Background: an optimization exercise with open tools, aiming at small area and a short achievable clock period. Do not read the settings as production practice.
At most, simulation tests tie the RTL to the original design; equivalence was not proved.
Function not checked in run 1: the RTL went through the layout flow alone.
No activity file was given, so power comes from the tool's default toggle rates.

$ cat flow/design.v
`timescale 1ns/1ps
module register #(
    parameter NUM_STAGES = 2,
    parameter DATA_WIDTH = 2,
    parameter USE_RESET  = 1
)(
    input  wire                  CLK,
    input  wire                  RESET,
    input  wire [DATA_WIDTH-1:0] DIN,
    output wire [DATA_WIDTH-1:0] DOUT
);
genvar i;
generate
if (NUM_STAGES == 0)
begin : pass
    assign DOUT = DIN;
end
else
begin : stages
    reg [NUM_STAGES*DATA_WIDTH-1:0] din_delay;
    for (i=0; i<NUM_STAGES; i=i+1)
    begin : REGISTER_STAGES
        wire [DATA_WIDTH-1:0] prev;
        if (i == 0) begin : first
            assign prev = DIN;
        end else begin : rest
            assign prev = din_delay[(i-1)*DATA_WIDTH+:DATA_WIDTH];
        end
        always @(posedge CLK)
        begin
            if (USE_RESET && RESET)
                din_delay[i*DATA_WIDTH+:DATA_WIDTH] <= 0;
            else
                din_delay[i*DATA_WIDTH+:DATA_WIDTH] <= prev;
        end
    end
    assign DOUT = din_delay[(NUM_STAGES-1)*DATA_WIDTH+:DATA_WIDTH];
end
endgenerate
endmodule
`timescale 1ns/1ps
module macc (
  input  wire                 clk,
  input  wire                 reset,
  input  wire                 enable,
  input  wire                 clear,
  input  wire [ 2 : 0 ]       op_code,
  input  wire [ 15 : 0 ]      op_0,
  input  wire [ 15 : 0 ]      op_1,
  input  wire [ 15 : 0 ]      op_add,
  output wire [ 15 : 0 ]      out
);
  reg  [15:0] a1;
  reg  [7:0] neg1, one1, two1;
  reg  [15:0] add1;
  reg  [1:0] mode1;
  reg  en1, clr1;
  wire [15:0] b = op_code[0] ? op_0 : op_1;
  wire [16:0] bx = {b, 1'b0};
  wire [7:0] neg0, one0, two0;
  genvar g;
  generate for (g = 0; g < 8; g = g + 1) begin : booth
    assign neg0[g] = bx[2*g+2];
    assign one0[g] = bx[2*g+1] ^ bx[2*g];
    assign two0[g] = (bx[2*g+2] & ~bx[2*g+1] & ~bx[2*g]) | (~bx[2*g+2] & bx[2*g+1] & bx[2*g]);
  end endgenerate
  always @(posedge clk) begin
    a1    <= op_0;
    neg1  <= neg0;
    one1  <= one0;
    two1  <= two0;
    add1  <= (op_code[2:1] == 2'b10) ? op_add : 16'd0;
    mode1 <= op_code[2:1];
    en1   <= enable && !reset;
    clr1  <= clear;
  end
  wire pp0_0;
  wire pp0_1;
  wire pp0_2;
  wire pp0_3;
  wire pp0_4;
  wire pp0_5;
  wire pp0_6;
  wire pp0_7;
  wire pp0_8;
  wire pp0_9;
  wire pp0_10;
  wire pp0_11;
  wire pp0_12;
  wire pp0_13;
  wire pp0_14;
  wire pp0_15;
  wire pp1_0;
  wire pp1_1;
  wire pp1_2;
  wire pp1_3;
  wire pp1_4;
  wire pp1_5;
  wire pp1_6;
  wire pp1_7;
  wire pp1_8;
  wire pp1_9;
  wire pp1_10;
  wire pp1_11;
  wire pp1_12;
  wire pp1_13;
  wire pp2_0;
  wire pp2_1;
  wire pp2_2;
  wire pp2_3;
  wire pp2_4;
  wire pp2_5;
  wire pp2_6;
  wire pp2_7;
  wire pp2_8;
  wire pp2_9;
  wire pp2_10;
  wire pp2_11;
  wire pp3_0;
  wire pp3_1;
  wire pp3_2;
  wire pp3_3;
  wire pp3_4;
  wire pp3_5;
  wire pp3_6;
  wire pp3_7;
  wire pp3_8;
  wire pp3_9;
  wire pp4_0;
  wire pp4_1;
  wire pp4_2;
  wire pp4_3;
  wire pp4_4;
  wire pp4_5;
  wire pp4_6;
  wire pp4_7;
  wire pp5_0;
  wire pp5_1;
  wire pp5_2;
  wire pp5_3;
  wire pp5_4;
  wire pp5_5;
  wire pp6_0;
  wire pp6_1;
  wire pp6_2;
  wire pp6_3;
  wire pp7_0;
  wire pp7_1;
  wire t2s1;
  wire t2c2;
  wire t2s3;
  wire t2c4;
  wire t2s5;
  wire t2c6;
  wire t2s7;
  wire t2c8;
  wire t2s9;
  wire t2c10;
  wire t2s11;
  wire t2c12;
  wire t2s13;
  wire t2c14;
  wire t2s15;
  wire t2c16;
  wire t2s17;
  wire t2c18;
  wire t2s19;
  wire t2c20;
  wire t2s21;
  wire t2c22;
  wire t2s23;
  wire t2c24;
  wire t2s25;
  wire t2c26;
  wire t2s27;
  wire t2c28;
  wire t2s29;
  wire t2c30;
  wire t2s31;
  wire t2c32;
  wire t2s33;
  wire t2c34;
  wire t2s35;
  wire t2c36;
  wire t2s37;
  wire t2c38;
  wire t2s39;
  wire t2c40;
  wire t2s41;
  wire t2c42;
  wire t2s43;
  wire t2c44;
  wire t2s45;
  wire t2c46;
  wire t2s47;
  wire t2c48;
  wire t2s49;
  wire t2c50;
  wire t2s51;
  wire t2c52;
  wire t2s53;
  wire t2c54;
  wire t2s55;
  wire t2c56;
  wire t2s57;
  wire t2c58;
  wire t2s59;
  wire t2c60;
  wire t2s61;
  wire t2c62;
  wire t2s63;
  wire t2c64;
  wire t2s65;
  wire t2c66;
  wire t2s67;
  wire t2c68;
  wire t2s69;
  wire t2c70;
  wire t2s71;
  wire t2c72;
  wire t2s73;
  wire t2c74;
  wire t2s75;
  wire t2c76;
  wire t2s77;
  wire t2c78;
  wire t2s79;
  wire t2c80;
  wire t2s81;
  wire t2c82;
  wire t2s83;
  wire t2c84;
  wire t2s85;
  wire t2c86;
  wire t2s87;
  wire t2c88;
  wire t2s89;
  wire t2c90;
  wire t2x91;
  wire t2x92;
  wire t2x93;
  wire t2x94;
  wire t2x95;
  wire t2x96;
  wire t2x97;
  wire t2x98;
  wire t2x99;
  wire t2x100;
  wire t2x101;
  assign pp0_0 = (one1[0] & a1[0]) ^ neg1[0];
  assign pp0_1 = ((one1[0] & a1[1]) | (two1[0] & a1[0])) ^ neg1[0];
  assign pp0_2 = ((one1[0] & a1[2]) | (two1[0] & a1[1])) ^ neg1[0];
  assign pp0_3 = ((one1[0] & a1[3]) | (two1[0] & a1[2])) ^ neg1[0];
  assign pp0_4 = ((one1[0] & a1[4]) | (two1[0] & a1[3])) ^ neg1[0];
  assign pp0_5 = ((one1[0] & a1[5]) | (two1[0] & a1[4])) ^ neg1[0];
  assign pp0_6 = ((one1[0] & a1[6]) | (two1[0] & a1[5])) ^ neg1[0];
  assign pp0_7 = ((one1[0] & a1[7]) | (two1[0] & a1[6])) ^ neg1[0];
  assign pp0_8 = ((one1[0] & a1[8]) | (two1[0] & a1[7])) ^ neg1[0];
  assign pp0_9 = ((one1[0] & a1[9]) | (two1[0] & a1[8])) ^ neg1[0];
  assign pp0_10 = ((one1[0] & a1[10]) | (two1[0] & a1[9])) ^ neg1[0];
  assign pp0_11 = ((one1[0] & a1[11]) | (two1[0] & a1[10])) ^ neg1[0];
  assign pp0_12 = ((one1[0] & a1[12]) | (two1[0] & a1[11])) ^ neg1[0];
  assign pp0_13 = ((one1[0] & a1[13]) | (two1[0] & a1[12])) ^ neg1[0];
  assign pp0_14 = ((one1[0] & a1[14]) | (two1[0] & a1[13])) ^ neg1[0];
  assign pp0_15 = ((one1[0] & a1[15]) | (two1[0] & a1[14])) ^ neg1[0];
  assign pp1_0 = (one1[1] & a1[0]) ^ neg1[1];
  assign pp1_1 = ((one1[1] & a1[1]) | (two1[1] & a1[0])) ^ neg1[1];
  assign pp1_2 = ((one1[1] & a1[2]) | (two1[1] & a1[1])) ^ neg1[1];
  assign pp1_3 = ((one1[1] & a1[3]) | (two1[1] & a1[2])) ^ neg1[1];
  assign pp1_4 = ((one1[1] & a1[4]) | (two1[1] & a1[3])) ^ neg1[1];
  assign pp1_5 = ((one1[1] & a1[5]) | (two1[1] & a1[4])) ^ neg1[1];
  assign pp1_6 = ((one1[1] & a1[6]) | (two1[1] & a1[5])) ^ neg1[1];
  assign pp1_7 = ((one1[1] & a1[7]) | (two1[1] & a1[6])) ^ neg1[1];
  assign pp1_8 = ((one1[1] & a1[8]) | (two1[1] & a1[7])) ^ neg1[1];
  assign pp1_9 = ((one1[1] & a1[9]) | (two1[1] & a1[8])) ^ neg1[1];
  assign pp1_10 = ((one1[1] & a1[10]) | (two1[1] & a1[9])) ^ neg1[1];
  assign pp1_11 = ((one1[1] & a1[11]) | (two1[1] & a1[10])) ^ neg1[1];
  assign pp1_12 = ((one1[1] & a1[12]) | (two1[1] & a1[11])) ^ neg1[1];
  assign pp1_13 = ((one1[1] & a1[13]) | (two1[1] & a1[12])) ^ neg1[1];
  assign pp2_0 = (one1[2] & a1[0]) ^ neg1[2];
  assign pp2_1 = ((one1[2] & a1[1]) | (two1[2] & a1[0])) ^ neg1[2];
  assign pp2_2 = ((one1[2] & a1[2]) | (two1[2] & a1[1])) ^ neg1[2];
  assign pp2_3 = ((one1[2] & a1[3]) | (two1[2] & a1[2])) ^ neg1[2];
  assign pp2_4 = ((one1[2] & a1[4]) | (two1[2] & a1[3])) ^ neg1[2];
  assign pp2_5 = ((one1[2] & a1[5]) | (two1[2] & a1[4])) ^ neg1[2];
  assign pp2_6 = ((one1[2] & a1[6]) | (two1[2] & a1[5])) ^ neg1[2];
  assign pp2_7 = ((one1[2] & a1[7]) | (two1[2] & a1[6])) ^ neg1[2];
  assign pp2_8 = ((one1[2] & a1[8]) | (two1[2] & a1[7])) ^ neg1[2];
  assign pp2_9 = ((one1[2] & a1[9]) | (two1[2] & a1[8])) ^ neg1[2];
  assign pp2_10 = ((one1[2] & a1[10]) | (two1[2] & a1[9])) ^ neg1[2];
  assign pp2_11 = ((one1[2] & a1[11]) | (two1[2] & a1[10])) ^ neg1[2];
  assign pp3_0 = (one1[3] & a1[0]) ^ neg1[3];
  assign pp3_1 = ((one1[3] & a1[1]) | (two1[3] & a1[0])) ^ neg1[3];
  assign pp3_2 = ((one1[3] & a1[2]) | (two1[3] & a1[1])) ^ neg1[3];
  assign pp3_3 = ((one1[3] & a1[3]) | (two1[3] & a1[2])) ^ neg1[3];
  assign pp3_4 = ((one1[3] & a1[4]) | (two1[3] & a1[3])) ^ neg1[3];
  assign pp3_5 = ((one1[3] & a1[5]) | (two1[3] & a1[4])) ^ neg1[3];
  assign pp3_6 = ((one1[3] & a1[6]) | (two1[3] & a1[5])) ^ neg1[3];
  assign pp3_7 = ((one1[3] & a1[7]) | (two1[3] & a1[6])) ^ neg1[3];
  assign pp3_8 = ((one1[3] & a1[8]) | (two1[3] & a1[7])) ^ neg1[3];
  assign pp3_9 = ((one1[3] & a1[9]) | (two1[3] & a1[8])) ^ neg1[3];
  assign pp4_0 = (one1[4] & a1[0]) ^ neg1[4];
  assign pp4_1 = ((one1[4] & a1[1]) | (two1[4] & a1[0])) ^ neg1[4];
  assign pp4_2 = ((one1[4] & a1[2]) | (two1[4] & a1[1])) ^ neg1[4];
  assign pp4_3 = ((one1[4] & a1[3]) | (two1[4] & a1[2])) ^ neg1[4];
  assign pp4_4 = ((one1[4] & a1[4]) | (two1[4] & a1[3])) ^ neg1[4];
  assign pp4_5 = ((one1[4] & a1[5]) | (two1[4] & a1[4])) ^ neg1[4];
  assign pp4_6 = ((one1[4] & a1[6]) | (two1[4] & a1[5])) ^ neg1[4];
  assign pp4_7 = ((one1[4] & a1[7]) | (two1[4] & a1[6])) ^ neg1[4];
  assign pp5_0 = (one1[5] & a1[0]) ^ neg1[5];
  assign pp5_1 = ((one1[5] & a1[1]) | (two1[5] & a1[0])) ^ neg1[5];
  assign pp5_2 = ((one1[5] & a1[2]) | (two1[5] & a1[1])) ^ neg1[5];
  assign pp5_3 = ((one1[5] & a1[3]) | (two1[5] & a1[2])) ^ neg1[5];
  assign pp5_4 = ((one1[5] & a1[4]) | (two1[5] & a1[3])) ^ neg1[5];
  assign pp5_5 = ((one1[5] & a1[5]) | (two1[5] & a1[4])) ^ neg1[5];
  assign pp6_0 = (one1[6] & a1[0]) ^ neg1[6];
  assign pp6_1 = ((one1[6] & a1[1]) | (two1[6] & a1[0])) ^ neg1[6];
  assign pp6_2 = ((one1[6] & a1[2]) | (two1[6] & a1[1])) ^ neg1[6];
  assign pp6_3 = ((one1[6] & a1[3]) | (two1[6] & a1[2])) ^ neg1[6];
  assign pp7_0 = (one1[7] & a1[0]) ^ neg1[7];
  assign pp7_1 = ((one1[7] & a1[1]) | (two1[7] & a1[0])) ^ neg1[7];
  assign t2s1 = add1[2] ^ neg1[1];
  assign t2c2 = add1[2] & neg1[1];
  assign t2s3 = add1[3] ^ t2c2;
  assign t2c4 = add1[3] & t2c2;
  assign t2s5 = add1[4] ^ neg1[2] ^ t2c4;
  assign t2c6 = (add1[4] & neg1[2]) | (add1[4] & t2c4) | (neg1[2] & t2c4);
  assign t2s7 = pp0_4 ^ pp1_2;
  assign t2c8 = pp0_4 & pp1_2;
  assign t2s9 = add1[5] ^ pp0_5 ^ pp1_3;
  assign t2c10 = (add1[5] & pp0_5) | (add1[5] & pp1_3) | (pp0_5 & pp1_3);
  assign t2s11 = pp2_1 ^ t2c8;
  assign t2c12 = pp2_1 & t2c8;
  assign t2s13 = add1[6] ^ neg1[3] ^ pp0_6;
  assign t2c14 = (add1[6] & neg1[3]) | (add1[6] & pp0_6) | (neg1[3] & pp0_6);
  assign t2s15 = pp1_4 ^ pp2_2 ^ pp3_0;
  assign t2c16 = (pp1_4 & pp2_2) | (pp1_4 & pp3_0) | (pp2_2 & pp3_0);
  assign t2s17 = t2c12 ^ t2c10;
  assign t2c18 = t2c12 & t2c10;
  assign t2s19 = add1[7] ^ pp0_7 ^ pp1_5;
  assign t2c20 = (add1[7] & pp0_7) | (add1[7] & pp1_5) | (pp0_7 & pp1_5);
  assign t2s21 = pp2_3 ^ pp3_1 ^ t2c14;
  assign t2c22 = (pp2_3 & pp3_1) | (pp2_3 & t2c14) | (pp3_1 & t2c14);
  assign t2s23 = t2c16 ^ t2s19;
  assign t2c24 = t2c16 & t2s19;
  assign t2s25 = add1[8] ^ neg1[4] ^ pp0_8;
  assign t2c26 = (add1[8] & neg1[4]) | (add1[8] & pp0_8) | (neg1[4] & pp0_8);
  assign t2s27 = pp1_6 ^ pp2_4 ^ pp3_2;
  assign t2c28 = (pp1_6 & pp2_4) | (pp1_6 & pp3_2) | (pp2_4 & pp3_2);
  assign t2s29 = pp4_0 ^ t2c20 ^ t2s25;
  assign t2c30 = (pp4_0 & t2c20) | (pp4_0 & t2s25) | (t2c20 & t2s25);
  assign t2s31 = t2s27 ^ t2c24;
  assign t2c32 = t2s27 & t2c24;
  assign t2s33 = add1[9] ^ pp0_9 ^ pp1_7;
  assign t2c34 = (add1[9] & pp0_9) | (add1[9] & pp1_7) | (pp0_9 & pp1_7);
  assign t2s35 = pp2_5 ^ pp3_3 ^ pp4_1;
  assign t2c36 = (pp2_5 & pp3_3) | (pp2_5 & pp4_1) | (pp3_3 & pp4_1);
  assign t2s37 = t2c26 ^ t2c28 ^ t2s33;
  assign t2c38 = (t2c26 & t2c28) | (t2c26 & t2s33) | (t2c28 & t2s33);
  assign t2s39 = t2s35 ^ t2c32;
  assign t2c40 = t2s35 & t2c32;
  assign t2s41 = add1[10] ^ neg1[5] ^ pp0_10;
  assign t2c42 = (add1[10] & neg1[5]) | (add1[10] & pp0_10) | (neg1[5] & pp0_10);
  assign t2s43 = pp1_8 ^ pp2_6 ^ pp3_4;
  assign t2c44 = (pp1_8 & pp2_6) | (pp1_8 & pp3_4) | (pp2_6 & pp3_4);
  assign t2s45 = pp4_2 ^ pp5_0 ^ t2c34;
  assign t2c46 = (pp4_2 & pp5_0) | (pp4_2 & t2c34) | (pp5_0 & t2c34);
  assign t2s47 = t2c36 ^ t2s41 ^ t2s43;
  assign t2c48 = (t2c36 & t2s41) | (t2c36 & t2s43) | (t2s41 & t2s43);
  assign t2s49 = t2c38 ^ t2s45;
  assign t2c50 = t2c38 & t2s45;
  assign t2s51 = pp0_11 ^ pp1_9 ^ pp2_7;
  assign t2c52 = (pp0_11 & pp1_9) | (pp0_11 & pp2_7) | (pp1_9 & pp2_7);
  assign t2s53 = pp3_5 ^ pp4_3 ^ pp5_1;
  assign t2c54 = (pp3_5 & pp4_3) | (pp3_5 & pp5_1) | (pp4_3 & pp5_1);
  assign t2s55 = t2c42 ^ t2c44 ^ t2s51;
  assign t2c56 = (t2c42 & t2c44) | (t2c42 & t2s51) | (t2c44 & t2s51);
  assign t2s57 = t2s53 ^ t2c46 ^ t2c48;
  assign t2c58 = (t2s53 & t2c46) | (t2s53 & t2c48) | (t2c46 & t2c48);
  assign t2s59 = neg1[6] ^ pp0_12 ^ pp1_10;
  assign t2c60 = (neg1[6] & pp0_12) | (neg1[6] & pp1_10) | (pp0_12 & pp1_10);
  assign t2s61 = pp2_8 ^ pp3_6 ^ pp4_4;
  assign t2c62 = (pp2_8 & pp3_6) | (pp2_8 & pp4_4) | (pp3_6 & pp4_4);
  assign t2s63 = pp5_2 ^ pp6_0 ^ t2c52;
  assign t2c64 = (pp5_2 & pp6_0) | (pp5_2 & t2c52) | (pp6_0 & t2c52);
  assign t2s65 = t2c54 ^ t2s59 ^ t2s61;
  assign t2c66 = (t2c54 & t2s59) | (t2c54 & t2s61) | (t2s59 & t2s61);
  assign t2s67 = t2c56 ^ t2s63;
  assign t2c68 = t2c56 & t2s63;
  assign t2s69 = pp0_13 ^ pp1_11 ^ pp2_9;
  assign t2c70 = (pp0_13 & pp1_11) | (pp0_13 & pp2_9) | (pp1_11 & pp2_9);
  assign t2s71 = pp3_7 ^ pp4_5 ^ pp5_3;
  assign t2c72 = (pp3_7 & pp4_5) | (pp3_7 & pp5_3) | (pp4_5 & pp5_3);
  assign t2s73 = pp6_1 ^ t2c60 ^ t2c62;
  assign t2c74 = (pp6_1 & t2c60) | (pp6_1 & t2c62) | (t2c60 & t2c62);
  assign t2s75 = t2s69 ^ t2s71 ^ t2c64;
  assign t2c76 = (t2s69 & t2s71) | (t2s69 & t2c64) | (t2s71 & t2c64);
  assign t2s77 = t2c66 ^ t2s73;
  assign t2c78 = t2c66 & t2s73;
  assign t2s79 = neg1[7] ^ pp0_14 ^ pp1_12;
  assign t2c80 = (neg1[7] & pp0_14) | (neg1[7] & pp1_12) | (pp0_14 & pp1_12);
  assign t2s81 = pp2_10 ^ pp3_8 ^ pp4_6;
  assign t2c82 = (pp2_10 & pp3_8) | (pp2_10 & pp4_6) | (pp3_8 & pp4_6);
  assign t2s83 = pp5_4 ^ pp6_2 ^ pp7_0;
  assign t2c84 = (pp5_4 & pp6_2) | (pp5_4 & pp7_0) | (pp6_2 & pp7_0);
  assign t2s85 = t2c70 ^ t2c72 ^ t2s79;
  assign t2c86 = (t2c70 & t2c72) | (t2c70 & t2s79) | (t2c72 & t2s79);
  assign t2s87 = t2s81 ^ t2s83 ^ t2c74;
  assign t2c88 = (t2s81 & t2s83) | (t2s81 & t2c74) | (t2s83 & t2c74);
  assign t2s89 = t2s85 ^ t2c78;
  assign t2c90 = t2s85 & t2c78;
  assign t2x91 = pp0_15 ^ pp1_13;
  assign t2x92 = pp2_11 ^ pp3_9;
  assign t2x93 = pp4_7 ^ pp5_5;
  assign t2x94 = pp6_3 ^ pp7_1;
  assign t2x95 = t2x91 ^ t2x92;
  assign t2x96 = t2x93 ^ t2x94;
  assign t2x97 = t2x95 ^ t2x96;
  assign t2x98 = t2c80 ^ t2c82;
  assign t2x99 = t2c84 ^ t2x97;
  assign t2x100 = t2x98 ^ t2x99;
  assign t2x101 = t2c86 ^ t2x100;
  reg  p2_0_0;
  reg  p2_0_1;
  reg  p2_0_2;
  reg  p2_1_0;
  reg  p2_1_1;
  reg  p2_2_0;
  reg  p2_2_1;
  reg  p2_2_2;
  reg  p2_3_0;
  reg  p2_3_1;
  reg  p2_3_2;
  reg  p2_4_0;
  reg  p2_4_1;
  reg  p2_4_2;
  reg  p2_5_0;
  reg  p2_5_1;
  reg  p2_5_2;
  reg  p2_6_0;
  reg  p2_6_1;
  reg  p2_6_2;
  reg  p2_7_0;
  reg  p2_7_1;
  reg  p2_7_2;
  reg  p2_8_0;
  reg  p2_8_1;
  reg  p2_8_2;
  reg  p2_9_0;
  reg  p2_9_1;
  reg  p2_9_2;
  reg  p2_10_0;
  reg  p2_10_1;
  reg  p2_10_2;
  reg  p2_11_0;
  reg  p2_11_1;
  reg  p2_11_2;
  reg  p2_12_0;
  reg  p2_12_1;
  reg  p2_12_2;
  reg  p2_13_0;
  reg  p2_13_1;
  reg  p2_13_2;
  reg  p2_14_0;
  reg  p2_14_1;
  reg  p2_14_2;
  reg  p2_15_0;
  reg  p2_15_1;
  reg  p2_15_2;
  reg  [1:0] mode2;
  reg  en2, clr2;
  reg  [15:11] add2;
  always @(posedge clk) begin
    p2_0_0 <= add1[0];
    p2_0_1 <= neg1[0];
    p2_0_2 <= pp0_0;
    p2_1_0 <= add1[1];
    p2_1_1 <= pp0_1;
    p2_2_0 <= t2s1;
    p2_2_1 <= pp0_2;
    p2_2_2 <= pp1_0;
    p2_3_0 <= pp0_3;
    p2_3_1 <= pp1_1;
    p2_3_2 <= t2s3;
    p2_4_0 <= pp2_0;
    p2_4_1 <= t2s7;
    p2_4_2 <= t2s5;
    p2_5_0 <= t2c6;
    p2_5_1 <= t2s11;
    p2_5_2 <= t2s9;
    p2_6_0 <= t2s13;
    p2_6_1 <= t2s15;
    p2_6_2 <= t2s17;
    p2_7_0 <= t2c18;
    p2_7_1 <= t2s23;
    p2_7_2 <= t2s21;
    p2_8_0 <= t2c22;
    p2_8_1 <= t2s29;
    p2_8_2 <= t2s31;
    p2_9_0 <= t2c30;
    p2_9_1 <= t2s37;
    p2_9_2 <= t2s39;
    p2_10_0 <= t2s47;
    p2_10_1 <= t2c40;
    p2_10_2 <= t2s49;
    p2_11_0 <= t2s55;
    p2_11_1 <= t2c50;
    p2_11_2 <= t2s57;
    p2_12_0 <= t2s65;
    p2_12_1 <= t2s67;
    p2_12_2 <= t2c58;
    p2_13_0 <= t2c68;
    p2_13_1 <= t2s77;
    p2_13_2 <= t2s75;
    p2_14_0 <= t2c76;
    p2_14_1 <= t2s87;
    p2_14_2 <= t2s89;
    p2_15_0 <= t2x101;
    p2_15_1 <= t2c88;
    p2_15_2 <= t2c90;
    add2  <= add1[15:11];
    mode2 <= mode1;
    en2   <= en1;
    clr2  <= clr1;
  end
  reg  [15:0] accs, accc;
  wire [15:0] dadd_s = mode2[0] ? accs : {add2, 11'd0};
  wire [15:0] dadd_c = mode2[0] ? accc : 16'd0;
  wire t3s102;
  wire t3c103;
  wire t3s104;
  wire t3c105;
  wire t3s106;
  wire t3c107;
  wire t3s108;
  wire t3c109;
  wire t3s110;
  wire t3c111;
  wire t3s112;
  wire t3c113;
  wire t3s114;
  wire t3c115;
  wire t3s116;
  wire t3c117;
  wire t3s118;
  wire t3c119;
  wire t3s120;
  wire t3c121;
  wire t3s122;
  wire t3c123;
  wire t3s124;
  wire t3c125;
  wire t3s126;
  wire t3c127;
  wire t3s128;
  wire t3c129;
  wire t3s130;
  wire t3c131;
  wire t3s132;
  wire t3c133;
  wire t3s134;
  wire t3c135;
  wire t3s136;
  wire t3c137;
  wire t3s138;
  wire t3c139;
  wire t3s140;
  wire t3c141;
  wire t3s142;
  wire t3c143;
  wire t3s144;
  wire t3c145;
  wire t3s146;
  wire t3c147;
  wire t3s148;
  wire t3c149;
  wire t3s150;
  wire t3c151;
  wire t3s152;
  wire t3c153;
  wire t3s154;
  wire t3c155;
  wire t3s156;
  wire t3c157;
  wire t3s158;
  wire t3c159;
  wire t3s160;
  wire t3c161;
  wire t3s162;
  wire t3c163;
  wire t3s164;
  wire t3c165;
  wire t3s166;
  wire t3c167;
  wire t3s168;
  wire t3c169;
  wire t3s170;
  wire t3c171;
  wire t3s172;
  wire t3c173;
  wire t3s174;
  wire t3c175;
  wire t3s176;
  wire t3c177;
  wire t3s178;
  wire t3c179;
  wire t3s180;
  wire t3c181;
  wire t3s182;
  wire t3c183;
  wire t3s184;
  wire t3c185;
  wire t3s186;
  wire t3c187;
  wire t3x188;
  wire t3x189;
  wire t3x190;
  wire t3x191;
  wire t3x192;
  wire t3x193;
  assign t3s102 = p2_0_0 ^ p2_0_1 ^ p2_0_2;
  assign t3c103 = (p2_0_0 & p2_0_1) | (p2_0_0 & p2_0_2) | (p2_0_1 & p2_0_2);
  assign t3s104 = dadd_c[0] ^ dadd_s[0];
  assign t3c105 = dadd_c[0] & dadd_s[0];
  assign t3s106 = p2_1_0 ^ p2_1_1 ^ dadd_c[1];
  assign t3c107 = (p2_1_0 & p2_1_1) | (p2_1_0 & dadd_c[1]) | (p2_1_1 & dadd_c[1]);
  assign t3s108 = dadd_s[1] ^ t3c103 ^ t3c105;
  assign t3c109 = (dadd_s[1] & t3c103) | (dadd_s[1] & t3c105) | (t3c103 & t3c105);
  assign t3s110 = p2_2_0 ^ p2_2_1 ^ p2_2_2;
  assign t3c111 = (p2_2_0 & p2_2_1) | (p2_2_0 & p2_2_2) | (p2_2_1 & p2_2_2);
  assign t3s112 = dadd_c[2] ^ dadd_s[2] ^ t3s110;
  assign t3c113 = (dadd_c[2] & dadd_s[2]) | (dadd_c[2] & t3s110) | (dadd_s[2] & t3s110);
  assign t3s114 = t3c107 ^ t3c109;
  assign t3c115 = t3c107 & t3c109;
  assign t3s116 = p2_3_0 ^ p2_3_1 ^ p2_3_2;
  assign t3c117 = (p2_3_0 & p2_3_1) | (p2_3_0 & p2_3_2) | (p2_3_1 & p2_3_2);
  assign t3s118 = dadd_c[3] ^ dadd_s[3] ^ t3c111;
  assign t3c119 = (dadd_c[3] & dadd_s[3]) | (dadd_c[3] & t3c111) | (dadd_s[3] & t3c111);
  assign t3s120 = t3s116 ^ t3c113 ^ t3s118;
  assign t3c121 = (t3s116 & t3c113) | (t3s116 & t3s118) | (t3c113 & t3s118);
  assign t3s122 = p2_4_0 ^ p2_4_1 ^ p2_4_2;
  assign t3c123 = (p2_4_0 & p2_4_1) | (p2_4_0 & p2_4_2) | (p2_4_1 & p2_4_2);
  assign t3s124 = dadd_c[4] ^ dadd_s[4] ^ t3c117;
  assign t3c125 = (dadd_c[4] & dadd_s[4]) | (dadd_c[4] & t3c117) | (dadd_s[4] & t3c117);
  assign t3s126 = t3s122 ^ t3c119 ^ t3s124;
  assign t3c127 = (t3s122 & t3c119) | (t3s122 & t3s124) | (t3c119 & t3s124);
  assign t3s128 = p2_5_0 ^ p2_5_1 ^ p2_5_2;
  assign t3c129 = (p2_5_0 & p2_5_1) | (p2_5_0 & p2_5_2) | (p2_5_1 & p2_5_2);
  assign t3s130 = dadd_c[5] ^ dadd_s[5] ^ t3c123;
  assign t3c131 = (dadd_c[5] & dadd_s[5]) | (dadd_c[5] & t3c123) | (dadd_s[5] & t3c123);
  assign t3s132 = t3s128 ^ t3c125 ^ t3s130;
  assign t3c133 = (t3s128 & t3c125) | (t3s128 & t3s130) | (t3c125 & t3s130);
  assign t3s134 = p2_6_0 ^ p2_6_1 ^ p2_6_2;
  assign t3c135 = (p2_6_0 & p2_6_1) | (p2_6_0 & p2_6_2) | (p2_6_1 & p2_6_2);
  assign t3s136 = dadd_c[6] ^ dadd_s[6] ^ t3c129;
  assign t3c137 = (dadd_c[6] & dadd_s[6]) | (dadd_c[6] & t3c129) | (dadd_s[6] & t3c129);
  assign t3s138 = t3s134 ^ t3c131 ^ t3s136;
  assign t3c139 = (t3s134 & t3c131) | (t3s134 & t3s136) | (t3c131 & t3s136);
  assign t3s140 = p2_7_0 ^ p2_7_1 ^ p2_7_2;
  assign t3c141 = (p2_7_0 & p2_7_1) | (p2_7_0 & p2_7_2) | (p2_7_1 & p2_7_2);
  assign t3s142 = dadd_c[7] ^ dadd_s[7] ^ t3c135;
  assign t3c143 = (dadd_c[7] & dadd_s[7]) | (dadd_c[7] & t3c135) | (dadd_s[7] & t3c135);
  assign t3s144 = t3s140 ^ t3c137 ^ t3s142;
  assign t3c145 = (t3s140 & t3c137) | (t3s140 & t3s142) | (t3c137 & t3s142);
  assign t3s146 = p2_8_0 ^ p2_8_1 ^ p2_8_2;
  assign t3c147 = (p2_8_0 & p2_8_1) | (p2_8_0 & p2_8_2) | (p2_8_1 & p2_8_2);
  assign t3s148 = dadd_c[8] ^ dadd_s[8] ^ t3c141;
  assign t3c149 = (dadd_c[8] & dadd_s[8]) | (dadd_c[8] & t3c141) | (dadd_s[8] & t3c141);
  assign t3s150 = t3s146 ^ t3c143 ^ t3s148;
  assign t3c151 = (t3s146 & t3c143) | (t3s146 & t3s148) | (t3c143 & t3s148);
  assign t3s152 = p2_9_0 ^ p2_9_1 ^ p2_9_2;
  assign t3c153 = (p2_9_0 & p2_9_1) | (p2_9_0 & p2_9_2) | (p2_9_1 & p2_9_2);
  assign t3s154 = dadd_c[9] ^ dadd_s[9] ^ t3c147;
  assign t3c155 = (dadd_c[9] & dadd_s[9]) | (dadd_c[9] & t3c147) | (dadd_s[9] & t3c147);
  assign t3s156 = t3s152 ^ t3c149 ^ t3s154;
  assign t3c157 = (t3s152 & t3c149) | (t3s152 & t3s154) | (t3c149 & t3s154);
  assign t3s158 = p2_10_0 ^ p2_10_1 ^ p2_10_2;
  assign t3c159 = (p2_10_0 & p2_10_1) | (p2_10_0 & p2_10_2) | (p2_10_1 & p2_10_2);
  assign t3s160 = dadd_c[10] ^ dadd_s[10] ^ t3c153;
  assign t3c161 = (dadd_c[10] & dadd_s[10]) | (dadd_c[10] & t3c153) | (dadd_s[10] & t3c153);
  assign t3s162 = t3s158 ^ t3c155 ^ t3s160;
  assign t3c163 = (t3s158 & t3c155) | (t3s158 & t3s160) | (t3c155 & t3s160);
  assign t3s164 = p2_11_0 ^ p2_11_1 ^ p2_11_2;
  assign t3c165 = (p2_11_0 & p2_11_1) | (p2_11_0 & p2_11_2) | (p2_11_1 & p2_11_2);
  assign t3s166 = dadd_c[11] ^ dadd_s[11] ^ t3c159;
  assign t3c167 = (dadd_c[11] & dadd_s[11]) | (dadd_c[11] & t3c159) | (dadd_s[11] & t3c159);
  assign t3s168 = t3s164 ^ t3c161 ^ t3s166;
  assign t3c169 = (t3s164 & t3c161) | (t3s164 & t3s166) | (t3c161 & t3s166);
  assign t3s170 = p2_12_0 ^ p2_12_1 ^ p2_12_2;
  assign t3c171 = (p2_12_0 & p2_12_1) | (p2_12_0 & p2_12_2) | (p2_12_1 & p2_12_2);
  assign t3s172 = dadd_c[12] ^ dadd_s[12] ^ t3c165;
  assign t3c173 = (dadd_c[12] & dadd_s[12]) | (dadd_c[12] & t3c165) | (dadd_s[12] & t3c165);
  assign t3s174 = t3s170 ^ t3c167 ^ t3s172;
  assign t3c175 = (t3s170 & t3c167) | (t3s170 & t3s172) | (t3c167 & t3s172);
  assign t3s176 = p2_13_0 ^ p2_13_1 ^ p2_13_2;
  assign t3c177 = (p2_13_0 & p2_13_1) | (p2_13_0 & p2_13_2) | (p2_13_1 & p2_13_2);
  assign t3s178 = dadd_c[13] ^ dadd_s[13] ^ t3c171;
  assign t3c179 = (dadd_c[13] & dadd_s[13]) | (dadd_c[13] & t3c171) | (dadd_s[13] & t3c171);
  assign t3s180 = t3s176 ^ t3c173 ^ t3s178;
  assign t3c181 = (t3s176 & t3c173) | (t3s176 & t3s178) | (t3c173 & t3s178);
  assign t3s182 = p2_14_0 ^ p2_14_1 ^ p2_14_2;
  assign t3c183 = (p2_14_0 & p2_14_1) | (p2_14_0 & p2_14_2) | (p2_14_1 & p2_14_2);
  assign t3s184 = dadd_c[14] ^ dadd_s[14] ^ t3c177;
  assign t3c185 = (dadd_c[14] & dadd_s[14]) | (dadd_c[14] & t3c177) | (dadd_s[14] & t3c177);
  assign t3s186 = t3s182 ^ t3c179 ^ t3s184;
  assign t3c187 = (t3s182 & t3c179) | (t3s182 & t3s184) | (t3c179 & t3s184);
  assign t3x188 = p2_15_0 ^ p2_15_1;
  assign t3x189 = p2_15_2 ^ t3x188;
  assign t3x190 = dadd_c[15] ^ dadd_s[15];
  assign t3x191 = t3x189 ^ t3c183;
  assign t3x192 = t3x190 ^ t3x191;
  assign t3x193 = t3x192 ^ t3c185;
  wire [15:0] rx = {t3x193, t3c181, t3c175, t3c169, t3c163, t3c157, t3c151, t3c145, t3c139, t3c133, t3c127, t3c121, t3c115, t3s112, t3s106, t3s102};
  wire [15:0] ry = {t3c187, t3s186, t3s180, t3s174, t3s168, t3s162, t3s156, t3s150, t3s144, t3s138, t3s132, t3s126, t3s120, t3s114, t3s108, t3s104};
  always @(posedge clk) begin
    if (reset || clr2) begin
      accs <= 16'd0;
      accc <= 16'd0;
    end else if (en2) begin
      accs <= rx;
      accc <= ry;
    end
  end
  assign out = accs + accc;
endmodule
module ram
#(
  parameter integer DATA_WIDTH    = 16,
  parameter integer ADDR_WIDTH    = 5
)
(
  input  wire                         clk,
  input  wire                         reset,
  input  wire                         s_read_req,
  input  wire [ ADDR_WIDTH  -1 : 0 ]  s_read_addr,
  output reg  [ DATA_WIDTH  -1 : 0 ]  s_read_data,
  input  wire                         s_write_req,
  input  wire [ ADDR_WIDTH  -1 : 0 ]  s_write_addr,
  input  wire [ DATA_WIDTH  -1 : 0 ]  s_write_data
);
  reg  [ DATA_WIDTH -1 : 0 ] mem [ 0 : (1<<ADDR_WIDTH)-1 ];
  reg  [ ADDR_WIDTH -1 : 0 ] rd_addr;
  reg  [ ADDR_WIDTH -1 : 0 ] wr_addr;
  reg  [ DATA_WIDTH -1 : 0 ] wr_data;
  reg                        rd_addr_v;
  reg                        wr_addr_v;
  always @(posedge clk) begin
    rd_addr_v <= s_read_req && !reset;
    wr_addr_v <= s_write_req && !reset;
    rd_addr   <= s_read_addr;
    wr_addr   <= s_write_addr;
    wr_data   <= s_write_data;
  end
  always @(posedge clk)
    if (wr_addr_v)
      mem[wr_addr] <= wr_data;
  reg  [ DATA_WIDTH -1 : 0 ] rd_mux;
  integer k;
  always @(*) begin
    rd_mux = {DATA_WIDTH{1'b0}};
    for (k = 0; k < (1<<ADDR_WIDTH); k = k + 1)
      rd_mux = rd_mux | (mem[k] & {DATA_WIDTH{rd_addr == k}});
  end
  always @(posedge clk)
    if (reset)
      s_read_data <= 0;
    else if (rd_addr_v)
      s_read_data <= rd_mux;
endmodule
`timescale 1ns/1ps
module fifo
#(
    parameter   DATA_WIDTH          = 16,
    parameter   ADDR_WIDTH          = 4,
    parameter   RAM_DEPTH           = (1 << ADDR_WIDTH)
)(
    input  wire                         clk,
    input  wire                         reset,
    input  wire                         push,
    input  wire                         pop,
    input  wire [ DATA_WIDTH -1 : 0 ]   data_in,
    output reg  [ DATA_WIDTH -1 : 0 ]   data_out
);
reg     [ADDR_WIDTH  :0]        wr_pointer;
reg     [ADDR_WIDTH  :0]        rd_pointer;
reg     [DATA_WIDTH-1:0]        mem[0:RAM_DEPTH-1];
wire empty = (wr_pointer == rd_pointer);
wire full  = (wr_pointer == {~rd_pointer[ADDR_WIDTH], rd_pointer[ADDR_WIDTH-1:0]});
wire do_push = push && !full;
wire do_pop  = pop && !empty;
always @ (posedge clk)
begin
  if (reset)
    wr_pointer <= 0;
  else if (do_push)
    wr_pointer <= wr_pointer + 1;
end
always @ (posedge clk)
begin
  if (reset)
    rd_pointer <= 0;
  else if (do_pop)
    rd_pointer <= rd_pointer + 1;
end
always @ (posedge clk)
  if (do_push)
    mem[wr_pointer[ADDR_WIDTH-1:0]] <= data_in;
reg [DATA_WIDTH-1:0] rd_mux;
integer k;
always @(*) begin
  rd_mux = {DATA_WIDTH{1'b0}};
  for (k = 0; k < RAM_DEPTH; k = k + 1)
    rd_mux = rd_mux | (mem[k] & {DATA_WIDTH{rd_pointer[ADDR_WIDTH-1:0] == k}});
end
always @ (posedge clk)
  if (do_pop)
    data_out <= rd_mux;
endmodule
module activation #(
  parameter OP_WIDTH  = 16
) (
  input  wire                                         clk,
  input  wire                                         enable,
  input  wire        [ OP_WIDTH           -1 : 0 ]    in,
  output wire        [ OP_WIDTH           -1 : 0 ]    out
);
reg [OP_WIDTH-1:0] activation_data;
always @(posedge clk)
  if (enable)
    activation_data <= ($signed(in) > 0) ? in : {OP_WIDTH{1'b0}};
  else
    activation_data <= in;
assign out = activation_data;
endmodule
`timescale 1ns/1ps
module PE #(
  parameter integer PE_BUF_ADDR_WIDTH   = 5,
  parameter integer OP_WIDTH            = 16,
  parameter integer ACC_WIDTH           = 16,
  parameter         LAYER_NORM          = "NO"
)
(
  input  wire                                         clk,
  input  wire                                         reset,
  input  wire                                         mask,
  input  wire  [ 10+2*PE_BUF_ADDR_WIDTH -1 : 0 ]      ctrl,
  input  wire                                         src_2_sel,
  input  wire  [ OP_WIDTH             -1 : 0 ]        read_data_0,
  input  wire  [ OP_WIDTH             -1 : 0 ]        read_data_1,
  input  wire  [ OP_WIDTH             -1 : 0 ]        read_data_2,
  output wire  [ OP_WIDTH             -1 : 0 ]        lrn_center,
  output wire  [ OP_WIDTH             -1 : 0 ]        write_data,
  output wire  [ OP_WIDTH             -1 : 0 ]        pe_buffer_read_data,
  input  wire                                         pe_neuron_read_req,
  input  wire  [ OP_WIDTH             -1 : 0 ]        pe_neuron_write_data,
  input  wire                                         pe_neuron_write_req,
  input  wire  [ PE_BUF_ADDR_WIDTH    -1 : 0 ]        pe_neuron_write_addr,
  output wire                                         write_valid
);
  localparam integer OP_CODE_WIDTH  = 3;
  wire [ OP_WIDTH           -1 : 0 ]  pe_buffer_write_data;
  wire [ OP_WIDTH           -1 : 0 ]  pe_buffer_read_data_d;
  wire                                src_2_sel_dd;
  wire                                _pe_buffer_write_req;
  wire                                pe_buffer_write_req;
  wire                                pe_buffer_read_req;
  wire                                _pe_buffer_read_req;
  wire                                flush, flush_d;
  wire                                enable;
  wire [ OP_CODE_WIDTH      -1 : 0 ]  op_code;
  wire [ PE_BUF_ADDR_WIDTH  -1 : 0 ]  buf_rd_addr;
  wire [ PE_BUF_ADDR_WIDTH  -1 : 0 ]  _buf_wr_addr;
  wire [ PE_BUF_ADDR_WIDTH  -1 : 0 ]  buf_wr_addr;
  wire [ OP_WIDTH           -1 : 0 ]  conv_out;
  wire                                norm_fifo_push;
  wire                                norm_fifo_pop;
  wire [ OP_WIDTH           -1 : 0 ]  macc_out;
  assign {norm_fifo_push, norm_fifo_pop,
    buf_rd_addr, _buf_wr_addr,
    flush, write_valid, _pe_buffer_write_req, _pe_buffer_read_req, enable, op_code} = ctrl;
  assign pe_buffer_read_req  = _pe_buffer_read_req || pe_neuron_read_req;
  assign pe_buffer_write_req = _pe_buffer_write_req || pe_neuron_write_req;
  assign buf_wr_addr = pe_neuron_write_req ? pe_neuron_write_addr : _buf_wr_addr;
  wire [OP_WIDTH-1:0] macc_op_add = src_2_sel_dd == 0 ?
    read_data_2 : pe_buffer_read_data;
  assign conv_out = !flush_d ? macc_out : pe_buffer_read_data_d;
  register #(.NUM_STAGES(2), .DATA_WIDTH(1)) src_2_delay (
    .CLK(clk), .RESET(reset), .DIN(src_2_sel), .DOUT(src_2_sel_dd));
  register #(.NUM_STAGES(3), .DATA_WIDTH(1)) macc_en_delay (
    .CLK(clk), .RESET(reset), .DIN(flush), .DOUT(flush_d));
  register #(.NUM_STAGES(3), .DATA_WIDTH(OP_WIDTH), .USE_RESET(0)) fifo_out_delay (
    .CLK(clk), .RESET(reset), .DIN(pe_buffer_read_data), .DOUT(pe_buffer_read_data_d));
  macc MACC_pe (
    .clk      ( clk                 ),
    .reset    ( reset               ),
    .enable   ( enable && mask      ),
    .clear    ( !mask               ),
    .op_code  ( op_code             ),
    .op_0     ( read_data_0         ),
    .op_1     ( read_data_1         ),
    .op_add   ( macc_op_add         ),
    .out      ( macc_out            )
  );
  assign pe_buffer_write_data = pe_neuron_write_req ? pe_neuron_write_data : conv_out;
  ram #(
    .DATA_WIDTH               ( OP_WIDTH                 ),
    .ADDR_WIDTH               ( PE_BUF_ADDR_WIDTH        )
  ) pe_buffer (
    .clk                      ( clk                      ),
    .reset                    ( reset                    ),
    .s_write_req              ( pe_buffer_write_req      ),
    .s_write_data             ( pe_buffer_write_data     ),
    .s_write_addr             ( buf_wr_addr              ),
    .s_read_req               ( pe_buffer_read_req       ),
    .s_read_data              ( pe_buffer_read_data      ),
    .s_read_addr              ( buf_rd_addr              )
  );
  activation #(
    .OP_WIDTH                 ( OP_WIDTH                 )
  ) ReLU (
    .clk                      ( clk                      ),
    .enable                   ( 1'b0                     ),
    .in                       ( conv_out                 ),
    .out                      ( write_data               )
  );
  fifo #(
    .DATA_WIDTH               ( OP_WIDTH                 ),
    .ADDR_WIDTH               ( 4                        )
  ) norm_fifo (
    .clk                      ( clk                      ),
    .reset                    ( reset                    ),
    .push                     ( norm_fifo_push           ),
    .pop                      ( norm_fifo_pop            ),
    .data_in                  ( read_data_0              ),
    .data_out                 ( lrn_center               )
  );
endmodule
$ cat flow/flow/run.sh
#!/bin/bash
set -e
export BUFFER_PORTS_ARGS="-buffer_cell sky130_fd_sc_hd__buf_1"
export CTS_ARGS="-sink_clustering_enable -repair_clock_nets -sink_clustering_size 28 -sink_clustering_max_diameter 80 -dont_use_dummy_load"
bash standard.sh > standard.log 2>&1
$ cat flow/standard.sh
#!/bin/bash
# synth_recipe.tcl (not shown) runs the flow's synth.tcl, then flattens the netlist and writes it again
# the make line also repeats each setting of config.mk as NAME=value (left out here)
make -C /OpenROAD-flow-scripts/flow DESIGN_CONFIG=/design/flow/config.mk WORK_HOME=/design/flow/orfs CLKGATE_MAP_FILE= SYNTH_SCRIPT=/design/flow/synth_recipe.tcl "${@:-finish}"
$ cat flow/config.mk
export PLATFORM = sky130hd
export DESIGN_NAME = PE
export DESIGN_NICKNAME = PE
export VERILOG_FILES = /design/flow/design.v
export SDC_FILE = /design/flow/constraint.sdc
export NUM_CORES = 4
export LEC_CHECK = 0
export ABC_CLOCK_PERIOD_IN_PS = 2800
export CAP_MARGIN = 20
export CORE_MARGIN = 2
export CORE_UTILIZATION = 60
export SETUP_SLACK_MARGIN = 4.0
export SLEW_MARGIN = 20
$ cat flow/constraint.sdc
create_clock -name core_clock -period 6.5 [get_ports {clk}]
set_input_delay 1.3000 -clock core_clock [delete_from_list [all_inputs] [get_ports {clk}]]
set_output_delay 1.3000 -clock core_clock [all_outputs]
set_load 0.01 [all_outputs]
==> insert_results.sql, run 1 <==
INSERT INTO impl_metrics (metric_group, metric, value, unit) VALUES
('clocking', 'register_clock_pin_slew_on_the_reported_worst_setup_and_hold_paths', '90', 'ps'),
('route', 'dr.pass1.iters', '8', ''),
('route', 'route.met3.wl', '11230', 'microns'),
('die', 'num_io_pins', '144', ''),
('synthesis', 'ys_async_sr_fraction', '0', '%'),
('cells_and_area', 'num-fill-cells', '4746', ''),
('status', 'status', 'finished clean', ''),
('critical_path', 'data_required_time_of_the_critical_path', '5200', 'ps'),
('grt', 'maximum_number_of_pins_on_one_net_before_global_route_repair', '40', ''),
('synthesis', 'syn-cell-area', '40660', 'sq um'),
('clocking', 'clock_tree.htree_level_count', '2', ''),
('sta', 'timing.final.max_slew_violations', '0', ''),
('route', 'wl_per_cell', '32.46', 'microns'),
('sta', 'post-route-min-period', '2600', 'ps'),
('route', 'detail-route-antenna-nets', '0', ''),
('clocking', 'clock_sinks', '1053', ''),
('route', 'dr_total_vias', '24740', ''),
('cells_and_area', 'final_cell_mix', 'edfxtp_1 (784), a22oi_1 (288), dfxtp_1 (211), nand2_1 (136), inv_1 (130)', ''),
('cells_and_area', 'final_common_cell', 'edfxtp_1', ''),
('die', 'start_util', '60.54', '%'),
('clocking', 'ctsLongestPathBuffers', '3', ''),
('grt', 'grt_antenna_before_repair', '5', ''),
('sta', 'worstMarginPinSlew', '1186', 'ps'),
('die', 'coreArea', '67160', 'sq um'),
('clocking', 'clock_tree.root_cell', 'clkbuf_16', ''),
('power_and_ir_drop', 'max-vdd-ir-drop', '289.4', 'uV'),
('place', 'dpl_worst_slack', '3273', 'ps'),
('power_and_ir_drop', 'pwr-share-seq', '60.5', '%'),
('place', 'portBuffers', '141', ''),
('sta', 'hold_viol_final', '0', ''),
('die', 'fp-row-count', '95', ''),
('critical_path', 'critical_path.startpoint_type', 'input port', ''),
('sta', 'final_skew', '56.34', 'ps'),
('grt', 'grt_use_total', '34.70', '%'),
('critical_path', 'timing.critical_path.to_type', 'output pin', ''),
('route', 'post-route-drc-count', '0', ''),
('power_and_ir_drop', 'combPwrFrac', '14.4', '%'),
('route', 'route.met2.wl', '59300', 'microns'),
('die', 'die_height', '264.3', 'microns'),
('sta', 'slew-limit-headroom', '20.92', '%'),
('min_path', 'hold_path.class', 'reg2reg', ''),
('sta', 'grt_setup_unrepaired', 'yes', ''),
('sta', 'setup-violations-final', '0', ''),
('cells_and_area', 'multi_input_comb_area', '11150', 'sq um'),
('route', 'viasPerCell', '6.603', ''),
('synthesis', 'mappedNetlistNets', '2892', ''),
('power_and_ir_drop', 'power_per_cell_area', '288.1', 'nW/um^2'),
('synthesis', 'ys_dominant_reg_cell', 'edfxtp_1', ''),
('critical_path', 'crit_fanout', '1', ''),
('clocking', 'tritoncts', 'done', ''),
('route', 'drtIter0Drc', '3348', ''),
('critical_path', 'critPathKind', 'in2out', ''),
('sta', 'fin_crit_sh', '40.00', '%'),
('sta', 'setup-tns-final', '0', 'ps'),
('run', 'cap_violations', '0', ''),
('synthesis', 'synth.avg_cell_area', '15.14', 'sq um'),
('synthesis', 'synth-edff-count', '784', ''),
('sta', 'finalWorstSetupSlack', '3900', 'ps'),
('cells_and_area', 'final-seq-area', '29060', 'sq um'),
('cells_and_area', 'final_net_count', '3081', ''),
('grt', 'grt_overflow', '0', ''),
('power_and_ir_drop', 'cell_internal_pwr', '9.603', 'mW'),
('clocking', 'cts_inserted_buffers', '46', ''),
('die', 'dieWidth', '264.3', 'microns'),
('die', 'dieArea', '69860', 'sq um'),
('route', 'wl_met1', '45860', 'microns'),
('power_and_ir_drop', 'switching_power', '3.335', 'mW'),
('route', 'top_layer', 'met4', ''),
('cells_and_area', 'areaGrowthSynthToFinish', '10.47', '%'),
('power_and_ir_drop', 'p_sw_share', '25.77', '%'),
('synthesis', 'syn_inst', '2685', '');
[cell type report]
cell class | instances | area share (%)
clock buffers | 46 | 2.563
diodes | 2 | 0.01114
well taps | 873 | 2.432
inverters | 131 | 1.098
multi-input cells | 1367 | 24.83
flip-flops and latches | 1053 | 64.71
repair buffers | 275 | 4.362
[power by group through the flow]
| stage | registers (mW) | clock network [mW] | logic (mW) |
|---|---|---|---|
| floorplan | 7.86 | 0 | 1.20 |
| CTS | 7.83 | 3.25 | 1.85 |
| global placement | 7.98 | 0 | 1.74 |
| detailed placement | 7.98 | 0 | 1.78 |
| finish | 7.83 | 3.24 | 1.87 |
| global route | 7.86 | 3.45 | 2.08 |
[metal layers]
| metal | vias to the layer above | global-route usage (%) |
|---|---|---|
| met5 | - | 0 |
| met2 | 1398 | 58.12 |
| li1 | 10470 | - |
| met1 | 12580 | 45.92 |
| met4 | 0 | 13.30 |
| met3 | 288 | 5.723 |
[final timing paths]
| check | from | to | cells past startpoint |
|---|---|---|---|
| min reg2reg | fifo_out_delay.stages.din_delay[23] | fifo_out_delay.stages.din_delay[39] | 0 |
| min | fifo_out_delay.stages.din_delay[23] | fifo_out_delay.stages.din_delay[39] | 0 |
| max | ctrl[6] | write_valid | 0 |
| max reg2reg | MACC_pe.a1[11] | MACC_pe.p2_15_0 | 9 |
[timing repair]
action	in CTS	in global routing
gates resized for setup	129	55
pin swaps	21	10
endpoints found under the setup margin	319	144
hold buffers	0	0
setup buffers	61	11
[cells in the mapped netlist (all sizes together), types with 5 or more instances]
library cell  number  area share (%)
a22oi            294             5.4
edfxtp           784              58
o211ai             5           0.092
or3                7            0.12
dfxtp            269              13
nand3b            11            0.21
a311oi             5            0.11
and3              13            0.20
a211oi            15            0.30
nand3             28            0.34
mux2i             73             1.8
o21bai             6            0.11
nor4              10            0.15
clkbuf            75            0.70
a21oi             31            0.38
buf               59            0.81
and2              18            0.28
xor2              41            0.88
mux2              25            0.69
xnor2             80             1.7
a222oi            22            0.54
ha                37             1.1
a221oi            40            0.86
a22o              48             1.0
fa                75             3.7
nand4             44            0.68
nor2b              8            0.12
or3b               5            0.12
nor3              16            0.20
nand2            139             1.3
o21ai             32            0.39
inv              130             1.2
nand2b            11            0.17
nor2             176             1.9
[stage by stage]
step / hold WS, ps / cell area, sq um / cells / util [%] / total power [mW]
6_report: 316.1 / 44910 / 3747 / 66.88 / 12.94
5_1_grt: 330.7 / 44910 / 3745 / 66.87 / 13.39
4_1_cts: 315.8 / 44620 / 3733 / 66.44 / 12.93
3_5_place_dp: 312.0 / 42390 / 3626 / 63.13 / 9.764
3_3_place_gp: 310.0 / 42380 / 3626 / 63.11 / 9.718
2_1_floorplan: 309.6 / 40740 / 2685 / - / 9.059
[registers in the layout, indices dropped and copies added, names as in the netlist, 16 cells and up]
name,flops
norm_fifo.data_out,16
pe_buffer.mem,512
fifo_out_delay.stages.din_delay,48
ReLU.activation_data,16
norm_fifo.mem,256
MACC_pe.add1,16
MACC_pe.accs,16
MACC_pe.accc,16
pe_buffer.s_read_data,16
pe_buffer.wr_data,16
MACC_pe.a1,16
[cells by family after synthesis]
logic type | count (synthesis) | share of synthesized area (%)
mux | 99 | 2.545
flops | 1053 | 71.15
simple gates | 498 | 6.072
buf+inv | 265 | 2.717
compound gates | 536 | 10.02
xor+xnor | 122 | 2.662
fa+ha+maj | 112 | 4.832
==> run 2: changes to the inputs <==
--- a/flow/design.v
+++ b/flow/design.v
@@ -827,5 +827,6 @@
 reg [OP_WIDTH-1:0] activation_data;
+wire signed [OP_WIDTH-1:0] in_s = in;
 always @(posedge clk)
   if (enable)
-    activation_data <= ($signed(in) > 0) ? in : {OP_WIDTH{1'b0}};
+    activation_data <= (in_s > 0) ? in : {OP_WIDTH{1'b0}};
   else
--- a/flow/config.mk
+++ b/flow/config.mk
@@ -10,3 +10,3 @@
 export CORE_MARGIN = 2
-export CORE_UTILIZATION = 60
+export CORE_UTILIZATION = 70
 export SETUP_SLACK_MARGIN = 4.0
==> run 2 against run 1 <==
Worst setup slack worse by 5.1 ps. Still clean. Register-to-register slack worse by 150 ps. Critical path depth is 6 higher.
==> insert_results.sql, run 2 <==
INSERT INTO impl_metrics (metric_group, metric, value, unit) VALUES
('die', 'die_height', '245.0', 'microns'),
('clocking', 'tritoncts', 'done', ''),
('synthesis', 'yosys.area.top_type_share', '57.90', '%'),
('synthesis', 'yosys.area_share.adder', '4.832', '%'),
('critical_path', 'timing.critical_path.to_type', 'register', ''),
('critical_path', 'r2r.worst_path.cells', '6', ''),
('clocking', 'postCtsHoldBufs', '0', ''),
('sta', 'hold_viol_final', '0', ''),
('run', 'cap_violations', '0', ''),
('sta', 'slew-limit-headroom', '22.78', '%'),
('cells_and_area', 'design_area', '44350', 'sq um'),
('route', 'post-route-drc-count', '0', ''),
('sta', 'fin_crit_sh', '40.08', '%'),
('min_path', 'worstHoldStart', 'MACC_pe.clr1', ''),
('sta', 'final_skew', '42.85', 'ps'),
('synthesis', 'syn_inst', '2685', ''),
('sta', 'setup-violations-final', '0', ''),
('min_path', 'holdPathStages', '0', ''),
('min_path', 'worstHoldEndpoint', 'MACC_pe.clr2', ''),
('sta', 'post-route-min-period', '2605', 'ps'),
('cells_and_area', 'num-fill-cells', '3433', ''),
('route', 'drtIter0Drc', '3914', ''),
('power_and_ir_drop', 'cell_internal_pwr', '9.582', 'mW'),
('status', 'status', 'finished clean', ''),
('clocking', 'cts_inserted_buffers', '45', ''),
('die', 'dieArea', '60030', 'sq um'),
('synthesis', 'share_of_the_synthesized_netlist_area_taken_by_xor_and_xnor_gates', '2.662', '%'),
('grt', 'grt_use_total', '38.46', '%'),
('die', 'dieWidth', '245.0', 'microns'),
('cells_and_area', 'final_net_count', '3071', ''),
('die', 'start_util', '70.60', '%'),
('route', 'viasPerCell', '6.926', ''),
('synthesis', 'synth_area_leader_cell', 'edfxtp_1', ''),
('grt', 'grt_overflow', '0', ''),
('cells_and_area', 'largest-register', 'pe_buffer.mem', ''),
('power_and_ir_drop', 'total_power', '12.82', 'mW'),
('place', 'portBuffers', '141', ''),
('clocking', 'register_clock_pin_slew_on_the_reported_worst_setup_and_hold_paths', '100', 'ps'),
('power_and_ir_drop', 'p_sw_share', '25.27', '%'),
('synthesis', 'yosys-top-cells-area', 'edfxtp_1 (58%), dfxtp_1 (13%), a22oi_1 (5.4%)', ''),
('route', 'dr_total_vias', '25140', ''),
('critical_path', 'critical_path.startpoint_type', 'register', ''),
('clocking', 'clock_tree.htree_level_count', '2', ''),
('place', 'numPlacedInstances', '3520', ''),
('route', 'wl_per_cell', '31.78', 'microns'),
('min_path', 'hold_path.class', 'reg2reg', ''),
('synthesis', 'synthMuxAreaShare', '2.545', '%'),
('route', 'detail-route-antenna-nets', '0', ''),
('power_and_ir_drop', 'max-vdd-ir-drop', '293.8', 'uV');
[run 2: cell families (layout without fill, tap and decap cells)]
logic type / count (synthesis) / in the layout
flip-flops: 1053 / 1053
adder cells (fa/ha/maj): 112 / 112
XOR/XNOR: 122 / 122
other: 0 / 2
AND/OR/NAND/NOR: 498 / 498
buffers and inverters: 265 / 442
AO/OA/AOI/OAI: 536 / 536
multiplexers: 99 / 99
[run 2: per-stage QoR]
stage / hold slack [ps] / worst slack, ps / utilization (%)
final: 323.4 / 3895 / 77.02
after global routing: 334.7 / 3852 / 77.01
after CTS: 329.2 / 3900 / 76.28
after detailed placement: 312.0 / 3346 / 73.35
after global placement: 309.8 / 3379 / 73.34
after floorplan: 309.6 / 3687 / -
[run 2: layout make-up]
| cell class | instances | area share (%) |
|---|---|---|
| Antenna cell | 2 | 0.01128 |
| Tap cell | 765 | 2.158 |
| Timing Repair Buffer | 266 | 3.834 |
| Clock buffer | 45 | 2.539 |
| Inverter | 131 | 1.112 |
| Multi-Input combinational cell | 1367 | 24.81 |
| Sequential cell | 1053 | 65.54 |
[run 2: worst max path at each step]
stage                                     from                        to  slack [ps]  depth (start not counted)
final                     pe_buffer.rd_addr[3]  pe_buffer.s_read_data[1]        3890                          6
after detailed placement              ctrl[19]      norm_fifo.mem[9][14]        3350                          5
after CTS                              ctrl[6]               write_valid        3900                          0
after floorplan                       ctrl[19]      norm_fifo.mem[11][0]        3690                          3
after global routing      pe_buffer.rd_addr[3]  pe_buffer.s_read_data[1]        3850                          6
after global placement                ctrl[19]      norm_fifo.mem[9][14]        3380                          5
[run 2: metal layers]
| layer | vias up | part of all wire (%) |
|---|---|---|
| met5 | - | 0.023 |
| li1 | 10440 | - |
| met2 | 1904 | 48 |
| met1 | 12340 | 35 |
| met3 | 449 | 12 |
| met4 | 4 | 6.4 |
[run 2: worst max-delay path, cell delays in order (launching register included)]
cell       delay (ps)
dfxtp_1           590
or3_4             290
nor2_4            170
a2111oi_0         550
nand3_1           200
nor4_1            490
a311oi_1          160
[run 2: repair_timing]
item | in CTS | in global routing
buffers inserted | 34 | 28
endpoints found under the setup margin | 324 | 254
resized for setup | 107 | 51
gates cloned | 0 | 0
pin swaps | 6 | 17
[run 2: power by group through the flow]
stage | Clock, mW | Sequential, mW | Combinational, mW
final | 3.15 | 7.83 | 1.84
after global routing | 3.36 | 7.86 | 2.06
after CTS | 3.15 | 7.83 | 1.79
after detailed placement | 0 | 7.98 | 1.73
after global placement | 0 | 7.97 | 1.68
after floorplan | 0 | 7.86 | 1.20

==> re-timing with driven ports <==
Ports are ideal in the flow. The routed layouts listed here were re-timed in OpenROAD. Step 1: set_driving_cell puts a clkbuf_16 on clk and a buf_2 on each other input, an assumption about the parent block. Step 2 moves the port delays by t, midway between the first and last clock arrival at a register: inputs arrive t later, outputs are due t later. That takes back most of the time a late clock gives input paths. Slacks: no drivers / after step 1 / after step 2; pairs: no drivers / after step 1.
| run | shift t [ns] | setup slack, ns | hold WS [ns] | worst setup path at the end | cell pins on the clock port's net |
|---|---|---|---|---|---|
| run 1 | 0.686 | 3.900 / 3.859 / 3.461 | 0.316 / 0.316 / 0.316 | input to register | 1 |
| run 2 | 0.675 | 3.895 / 3.859 / 3.451 | 0.323 / 0.323 / 0.323 | input to register | 1 |
After both steps setup and hold are still met in every run listed. The setup slack of run 2, which loses most, moves by -0.036 ns with the drivers and by -0.444 ns with both steps.
